What follows belongs to an exercise in optimizing a design on an open flow for small area; a production flow would make more cautious choices.
Function was checked by simulation only, so behaviour that the tests miss may differ from the original.
Power and IR drop assume default switching activity.

Design snake_game, start of the top module:
module snake_game(clk, rs, rw, en, dat, rst, up, dwn, lef, rig, led, seg, buz);
    input up, dwn, lef, rig, rst, clk;
    output [7:0] dat;
    output rs, rw, en;
    output [3:0] led;
    output [6:0] seg;
    output buz;
    localparam [6:0] CELL_Z  = 7'b0011111;   
    localparam [6:0] CELL_19 = 7'b0010011;   
    reg [7:0] dat;
    reg rs;
    reg [4:0] next;
    reg [14:0] n;
    reg dl;                 
    reg [14:0] score;
    reg [1:0] dir;
    reg [1:0] ld;           
    reg [6:0] pos;          
    reg clk_food;
    reg game_over;
    reg z;                  
    reg [6:0] cr;           
    reg [1:0] R [0:79];
    reg [6:0] p;
    reg [6:0] S;            
    reg [6:0] A;            
    reg [1:0] dA, dB, dC;   
    reg sa;
    reg [1:0] d0r;
    reg [6:0] cj;           
    reg fnd;
    reg [6:0] ci;           
    reg cif;
    integer k;
    wire [3:0] q;
    wire [6:0] h;
    wire tick;
    wire q15 = (q == 4'd15);
    wire lcd_step = (q == 4'd7);
    wire [6:0] fi;
    wire f0 = z && (score == 15'd0);
    wire food_step;
    CLK_100HZ U3 (clk, rst, q);
    CLK_1HZ U1 (clk, rst, q15, h, tick);
    DISPLAY_7SEG U2 (clk, rst, q15, food_step, score[13:0] == 14'h3fff, seg, led);
    sound U4 (clk, rst, buz);
    RNG U5 (clk, rst, food_step, f0, fi);
    function [6:0] mv;
        input [6:0] c;
        input [1:0] d;
        begin
            mv = c;
            case (d)
                2'd0: mv[4:0] = (c[4:0] == 5'd19) ? 5'd0 : c[4:0] + 5'd1;
                2'd1: mv[4:0] = (c[4:0] == 5'd0) ? 5'd19 : c[4:0] - 5'd1;
                2'd2: begin mv[5] = ~c[5]; mv[6] = c[6] ^ ~c[5]; end
                2'd3: begin mv[5] = ~c[5]; mv[6] = c[6] ^ c[5]; end
            endcase
        end
    endfunction
    function [7:0] conv;
        input [6:0] c;
        reg [5:0] lo;
        begin
            lo = {1'b0, c[4:0]} + (c[6] ? 6'd20 : 6'd0);
            conv = {1'b1, c[5], lo};
        end
    endfunction
    function [6:0] idx;
        input [6:0] c;
        begin
            idx = (c[6] ? 7'd40 : 7'd0) + (c[5] ? 7'd20 : 7'd0) + {2'b0, c[4:0]};
        end
    endfunction
  ...
Size in the first run: about 1600 cells after synthesis.
export LEC_CHECK = 0
export CAP_MARGIN = 20
export CORE_MARGIN = 2
export CORE_UTILIZATION = 60
export SLEW_MARGIN = 20
create_clock -name core_clock -period 25.0 [get_ports {clk}]
standard.sh (not shown) runs the stock make flow with config.mk's settings and CLKGATE_MAP_FILE= SYNTH_SCRIPT=/design/flow/synth_recipe.tcl, a recipe that flattens the netlist after the stock synthesis.
==> flow/flow/run.sh <==
#!/bin/bash
# Own flow: the standard synthesis, then the combinational logic between
# the registers re-mapped by ABC for area (flow/remap.tcl; every register keeps
# its instance, cell type and nets), proved equivalent to the standard netlist
# (flow/equiv.tcl), then the standard layout from there, with the smallest
# buffer on the ports and a clock tree without dummy loads.
set -euo pipefail
R="$PWD/orfs/results/$FLOW_PLATFORM/snake_game/base"
YOSYS="$FLOW_HOME/../tools/install/yosys/bin/yosys"
[[ -x "$YOSYS" ]] || YOSYS=yosys
export REMAP_LIB="$FLOW_HOME/platforms/$FLOW_PLATFORM/lib/sky130_fd_sc_hd__tt_025C_1v80.lib"

bash standard.sh synth > synth.log 2>&1
cp "$R/1_2_yosys.v" standard_1_2_yosys.v

# ABC scripts, most aggressive first; the first whose result is proved
# equivalent is used, else the standard netlist stays
SCRIPTS=(
  "strash;dc2;dc2;dch,-f;amap;strash;dc2;dch,-f;amap;mfs3,-a"
  "strash;dc2;dc2;dch,-f;amap;strash;dc2;dch,-f;amap"
  "strash;ifraig;dc2;strash;dch,-f;map,-a"
)
i=0
for s in "${SCRIPTS[@]}"; do
  i=$((i+1))
  if REMAP_SCRIPT="$s" REMAP_NETLIST="$PWD/standard_1_2_yosys.v" REMAP_OUT="$PWD/remap_$i.v" \
       "$YOSYS" -c flow/remap.tcl > remap_$i.log 2>&1 &&
     EQUIV_GOLD="$PWD/standard_1_2_yosys.v" EQUIV_GATE="$PWD/remap_$i.v" \
       timeout 1200 "$YOSYS" -c flow/equiv.tcl > equiv_$i.log 2>&1; then
    cp "remap_$i.v" "$R/1_2_yosys.v"
    echo "using remap script $i: $s" > remap_choice.txt
    break
  fi
done

export BUFFER_PORTS_ARGS="-buffer_cell sky130_fd_sc_hd__buf_1"
# clock tree: clusters of up to 20 registers on clkbuf_8, no dummy loads
export CTS_ARGS="-sink_clustering_enable -repair_clock_nets -sink_clustering_size 20 -sink_clustering_max_diameter 60 -buf_list sky130_fd_sc_hd__clkbuf_8 -root_buf sky130_fd_sc_hd__clkbuf_4 -tree_buf sky130_fd_sc_hd__clkbuf_4 -dont_use_dummy_load"
bash standard.sh > layout.log 2>&1
Other scripts of this flow, unchanged in this note and not shown: flow/flow/equiv.tcl, flow/flow/remap.tcl
Edit:
--- a/flow/design.v
+++ b/flow/design.v
@@ -15,35 +15,38 @@
 output reg [3:0] q;
 always @(posedge clk)
     if (!rst) q <= 4'd0;
     else q <= q + 4'd1;
 endmodule
 module RNG (
     input clock,
     input rst,
     input step,
-    input f0,
+    output f0,
     output [6:0] fi
 );
 reg [6:0] random;
-reg f1r;
+reg f0r, f1r;
 wire feedback = random[6] ^ random[5];
 wire [6:0] r1 = {random[0] ^ random[6], random[6:1]};
 wire [6:0] r2 = {r1[0] ^ r1[6], r1[6:1]};
 wire [6:0] r80 = (r2 >= 7'd80) ? r2 - 7'd80 : r2;
+assign f0 = f0r;
 assign fi = f1r ? 7'd40 : r80;
 always @(posedge clock) begin
     if (!rst) begin
         random <= 7'b1010101;
+        f0r <= 1'b1;
         f1r <= 1'b0;
     end else if (step) begin
         random <= {random[5:0], feedback};
-        f1r <= f0;
+        f0r <= 1'b0;
+        f1r <= f0r;
     end
 end
 endmodule
 module DISPLAY_7SEG (
     input clk,
     input rst,
     input q15,
     input inc,
     input wrap,
@@ -226,20 +229,20 @@
     reg fnd;
     reg [6:0] ci;           
     reg cif;
     integer k;
     wire [3:0] q;
     wire [6:0] h;
     wire tick;
     wire q15 = (q == 4'd15);
     wire lcd_step = (q == 4'd7);
+    wire f0;
     wire [6:0] fi;
-    wire f0 = z && (score == 15'd0);
     wire food_step;
     CLK_100HZ U3 (clk, rst, q);
     CLK_1HZ U1 (clk, rst, q15, h, tick);
     DISPLAY_7SEG U2 (clk, rst, q15, food_step, score[13:0] == 14'h3fff, seg, led);
     sound U4 (clk, rst, buz);
     RNG U5 (clk, rst, food_step, f0, fi);
     function [6:0] mv;
         input [6:0] c;
         input [1:0] d;
@@ -265,19 +268,19 @@
         input [6:0] c;
         begin
             idx = (c[6] ? 7'd40 : 7'd0) + (c[5] ? 7'd20 : 7'd0) + {2'b0, c[4:0]};
         end
     endfunction
     wire [1:0] frow = (fi >= 7'd60) ? 2'd3 : (fi >= 7'd40) ? 2'd2 : (fi >= 7'd20) ? 2'd1 : 2'd0;
     wire [6:0] fcol = fi - {frow, 4'b0} - {frow, 2'b0};
     wire [6:0] food = {frow, fcol[4:0]};
     wire [6:0] x = mv(pos, ld);    
-    wire eq = f0 || (!z && food == pos);
+    wire eq = f0 ? z : (!z && food == pos);
     wire shi = |score[14:7];
     wire live = !game_over && (shi || score[6:2] != 5'd0);
     wire forb = live && (fi != 7'd0) && (fi <= 7'd78) && (shi || fi < score[6:0]);
     wire food_toggle = eq | forb;
     assign food_step = food_toggle && !clk_food;
     wire hit = live && cif && (shi || ci < score[6:0]);
     always @(posedge clk) begin
         if (!rst)
             score <= 15'd0;
After rerunning: The new run ran to the end with no violations; count of clock-buffer cells in the layout came out higher by 3; global-route usage falls by 0.46 points; synthesized area barely changes; sequential share of layout area is about the same; via count falls by 0.56%; clock power increases by about 5%; non-clock buffer count goes down by 2; combinational power went down by 37%; final area climbs by 0.43%; worst setup slack improves by 0.28 ns; power came out lower by 7.0%; cell count went down by 1.1%; sequential cell count goes up by 1.

[static timing again, ports no longer ideal]
In the flow no input, the clock included, has a driving cell. The finished layouts below were timed again as built, in two steps.
Step 1: set_driving_cell puts a clkbuf_16 on clk and a buf_2 on each other input, an assumption about the parent block.
Step 2 times the ports against the registers' clock, not the clock port: input delays grow and output delays shrink by t, the midpoint of the rising clock arrivals with the driver on.
Three values: no drivers, after step 1, after step 2; two values: the first two.
| run | shift t [ns] | setup WS [ns] | latest minus earliest clock arrival (ns) | worst register clock-pin slew, ns |
|---|---|---|---|---|
| the first run | 0.763 | 17.191 / 17.191 / 16.816 | 0.073 / 0.072 | 0.12 / 0.12 |
| the second run | 0.758 | 17.471 / 17.471 / 17.471 | 0.111 / 0.112 | 0.12 / 0.12 |
After both steps every run listed still meets setup and hold. For the first run, which loses most, drivers alone change the setup slack by 0.000 ns; drivers and shift together by -0.375 ns.
